From an optimization exercise on the open Yosys and OpenROAD flow, aimed at small area and a short achievable clock period; shortcuts taken in it are not production practice.
In this exercise RTL edits were held to simulation tests only and were not proved equivalent to the original.
Power is estimated from default activity; no workload was simulated.

Setup of main:
==> flow/design.v (excerpt) <==
module vec_multi_core #(
    parameter int LEN = 32,
    parameter int DATA_WIDTH = 8
) (
    input logic clk,
    input logic rst_n,
    input logic i_data_valid,
    input logic i_load_weight,
    input logic [LEN*DATA_WIDTH-1:0] i_data,
    input logic [2*LEN-1:0] i_weight,
    output logic o_data_ready,
    output logic signed [31:0] o_result
);
Size: roughly 360 I/O pins, roughly 16,000 um2 of cells after synthesis.
Settings: LEC_CHECK=0, CAP_MARGIN=20, CORE_MARGIN=2, CORE_UTILIZATION=40, SETUP_SLACK_MARGIN=0.9, SLEW_MARGIN=20, SYNTH_HIERARCHICAL=1; clock period 3.0 ns.
standard.sh (not shown) runs the stock make flow with config.mk's settings and CLKGATE_MAP_FILE= SYNTH_SCRIPT=/design/flow/synth_recipe.tcl, a recipe that flattens the netlist after the stock synthesis.
==> flow/flow/run.sh <==
#!/bin/bash
# Standard layout (the standard.sh, unchanged synthesis) with two changes:
#  - the port buffers are buf_1 cells rather than the clkdlybuf4s50 delay cells
#    that buffer_ports picks by default (every port still gets its own buffer);
#  - clock tree synthesis runs without dummy loads, with the buffers listed below.
export BUFFER_PORTS_ARGS="-buffer_cell sky130_fd_sc_hd__buf_1"
export CTS_ARGS="-sink_clustering_enable -repair_clock_nets -dont_use_dummy_load -buf_list sky130_fd_sc_hd__clkbuf_16 -sink_clustering_size 30 -sink_clustering_max_diameter 100"
bash standard.sh > standard.log 2>&1
#### Input delta (the feature branch over main)
--- a/flow/design.v
+++ b/flow/design.v
@@ -844,68 +844,58 @@
   vmc_fa u_s473 (.a(r1[129]), .b(r1[130]), .c(c448), .s(s473), .co(c474));
   vmc_fa u_s475 (.a(c450), .b(c452), .c(c454), .s(s475), .co(c476));
   vmc_fa u_s477 (.a(c456), .b(s467), .c(s469), .s(s477), .co(c478));
   vmc_fa u_s479 (.a(s471), .b(c458), .c(c460), .s(s479), .co(c480));
   vmc_fa u_s481 (.a(c462), .b(s473), .c(s475), .s(s481), .co(c482));
   vmc_fa u_s483 (.a(r1[131]), .b(r1[132]), .c(r1[133]), .s(s483), .co(c484));
   vmc_fa u_s485 (.a(c468), .b(c470), .c(c472), .s(s485), .co(c486));
   vmc_fa u_s487 (.a(s483), .b(c474), .c(c476), .s(s487), .co(c488));
   assign i489 = ~r2[9];
-  assign s490 = ~(i489 ^ r2[10]);
-  assign c491 = i489 | r2[10];
+  vmc_fa u_s490 (.a(i489), .b(r2[10]), .c(1'b1), .s(s490), .co(c491));
   assign i492 = ~r2[15];
   vmc_fa u_s493 (.a(r2[14]), .b(i492), .c(r2[16]), .s(s493), .co(c494));
-  assign s495 = ~(r2[17] ^ r2[18]);
-  assign c496 = r2[17] | r2[18];
+  vmc_fa u_s495 (.a(r2[17]), .b(r2[18]), .c(1'b1), .s(s495), .co(c496));
   vmc_fa u_s497 (.a(r2[20]), .b(r2[21]), .c(r2[22]), .s(s497), .co(c498));
-  assign s499 = ~(r2[23] ^ r2[24]);
-  assign c500 = r2[23] | r2[24];
+  vmc_fa u_s499 (.a(r2[23]), .b(r2[24]), .c(1'b1), .s(s499), .co(c500));
   vmc_fa u_s501 (.a(r2[25]), .b(r2[26]), .c(r2[27]), .s(s501), .co(c502));
-  assign s503 = ~(r2[28] ^ r2[29]);
-  assign c504 = r2[28] | r2[29];
+  vmc_fa u_s503 (.a(r2[28]), .b(r2[29]), .c(1'b1), .s(s503), .co(c504));
   vmc_fa u_s505 (.a(r2[30]), .b(r2[31]), .c(r2[32]), .s(s505), .co(c506));
-  assign s507 = ~(r2[33] ^ r2[34]);
-  assign c508 = r2[33] | r2[34];
+  vmc_fa u_s507 (.a(r2[33]), .b(r2[34]), .c(1'b1), .s(s507), .co(c508));
   vmc_fa u_s509 (.a(r2[35]), .b(r2[36]), .c(r2[37]), .s(s509), .co(c510));
-  assign s511 = ~(r2[38] ^ r2[39]);
-  assign c512 = r2[38] | r2[39];
+  vmc_fa u_s511 (.a(r2[38]), .b(r2[39]), .c(1'b1), .s(s511), .co(c512));
   vmc_fa u_s513 (.a(r2[40]), .b(r2[41]), .c(r2[42]), .s(s513), .co(c514));
-  assign s515 = ~(r2[43] ^ r2[44]);
-  assign c516 = r2[43] | r2[44];
-  assign s517 = ~(r2[45] ^ r2[46]);
-  assign c518 = r2[45] | r2[46];
+  vmc_fa u_s515 (.a(r2[43]), .b(r2[44]), .c(1'b1), .s(s515), .co(c516));
+  vmc_fa u_s517 (.a(r2[45]), .b(r2[46]), .c(1'b1), .s(s517), .co(c518));
   assign i519 = ~r2[5];
   vmc_ha u_s520 (.a(i519), .b(r2[6]), .s(s520), .co(c521));
   assign i522 = ~r2[11];
   vmc_fa u_s523 (.a(i522), .b(r2[12]), .c(r2[13]), .s(s523), .co(c524));
   vmc_fa u_s525 (.a(r2[19]), .b(s495), .c(c491), .s(s525), .co(c526));
   vmc_fa u_s527 (.a(s499), .b(c496), .c(s497), .s(s527), .co(c528));
   vmc_fa u_s529 (.a(s503), .b(c500), .c(s501), .s(s529), .co(c530));
   vmc_fa u_s531 (.a(s507), .b(c504), .c(s505), .s(s531), .co(c532));
   vmc_fa u_s533 (.a(s511), .b(c508), .c(s509), .s(s533), .co(c534));
   vmc_fa u_s535 (.a(s515), .b(c512), .c(s513), .s(s535), .co(c536));
   vmc_fa u_s537 (.a(r2[47]), .b(s517), .c(c516), .s(s537), .co(c538));
   assign i539 = ~r2[2];
-  assign s540 = ~(i539 ^ r2[3]);
-  assign c541 = i539 | r2[3];
+  vmc_fa u_s540 (.a(i539), .b(r2[3]), .c(1'b1), .s(s540), .co(c541));
   assign i542 = ~s520;
   vmc_fa u_s543 (.a(r2[7]), .b(r2[8]), .c(i542), .s(s543), .co(c544));
   assign i545 = ~c521;
   vmc_fa u_s546 (.a(s490), .b(i545), .c(s523), .s(s546), .co(c547));
   vmc_fa u_s548 (.a(s493), .b(c524), .c(s525), .s(s548), .co(c549));
   vmc_fa u_s550 (.a(c494), .b(c526), .c(s527), .s(s550), .co(c551));
   vmc_fa u_s552 (.a(c498), .b(s529), .c(c528), .s(s552), .co(c553));
   vmc_fa u_s554 (.a(c502), .b(s531), .c(c530), .s(s554), .co(c555));
   vmc_fa u_s556 (.a(c506), .b(s533), .c(c532), .s(s556), .co(c557));
   vmc_fa u_s558 (.a(c510), .b(s535), .c(c534), .s(s558), .co(c559));
   vmc_fa u_s560 (.a(c514), .b(s537), .c(c536), .s(s560), .co(c561));
-  assign s562 = ~(c518 ^ c538);
-  assign c563 = c518 | c538;
+  vmc_fa u_s562 (.a(c518), .b(c538), .c(1'b1), .s(s562), .co(c563));
   logic [4:1] vld;
   logic [4:1] wvp;
   always_ff @(posedge clk or negedge rst_n) begin
     if (!rst_n) vld <= '0;
     else vld <= {vld[3:1], i_data_valid};
   end
   always_ff @(posedge clk) begin
     wvp <= {wvp[3:1], wv};
   end
### Flow results
The total power divided by cell area reported for the feature branch is smaller than that of main by 0.91%.
There was hardly any difference in simple-gate portion of the synthesized area between main and the feature branch.
Power share of the clock group | the feature branch above main
Diff main -> the feature branch | netlist area before placement | decrease of 99 um2
For the total of plain and repair buffers excluding clock buffers, the feature branch came in 0.54% higher than main did.

==> separate check: timing with driven ports <==
Ports are ideal in the flow. The routed layouts listed here were re-timed in OpenROAD.
Step 1 sets driving cells, clkbuf_16 on the clock port and buf_2 on the other inputs (assumed; they add their load-dependent delay and slew).
Step 2 adds t to the input delays and takes it off the output delays; t is the mean of the earliest and latest rising clock arrival at the registers after step 1. Input paths then give back, and output paths get back, about the clock's delay inside the block.
Three values: ideal ports, drivers, drivers and shift; two values: the first two.
run | shift t [ns] | slack for setup (ns) | hold slack, ns
main | 0.542 | 0.946 / 0.946 / 0.756 | 0.243 / 0.209 / 0.319
the feature branch | 0.541 | 0.948 / 0.948 / 0.756 | 0.205 / 0.170 / 0.335
After both steps every run listed still meets setup and hold. The setup slack of the feature branch, which loses most, moves by 0.000 ns with the drivers and by -0.192 ns with both steps.
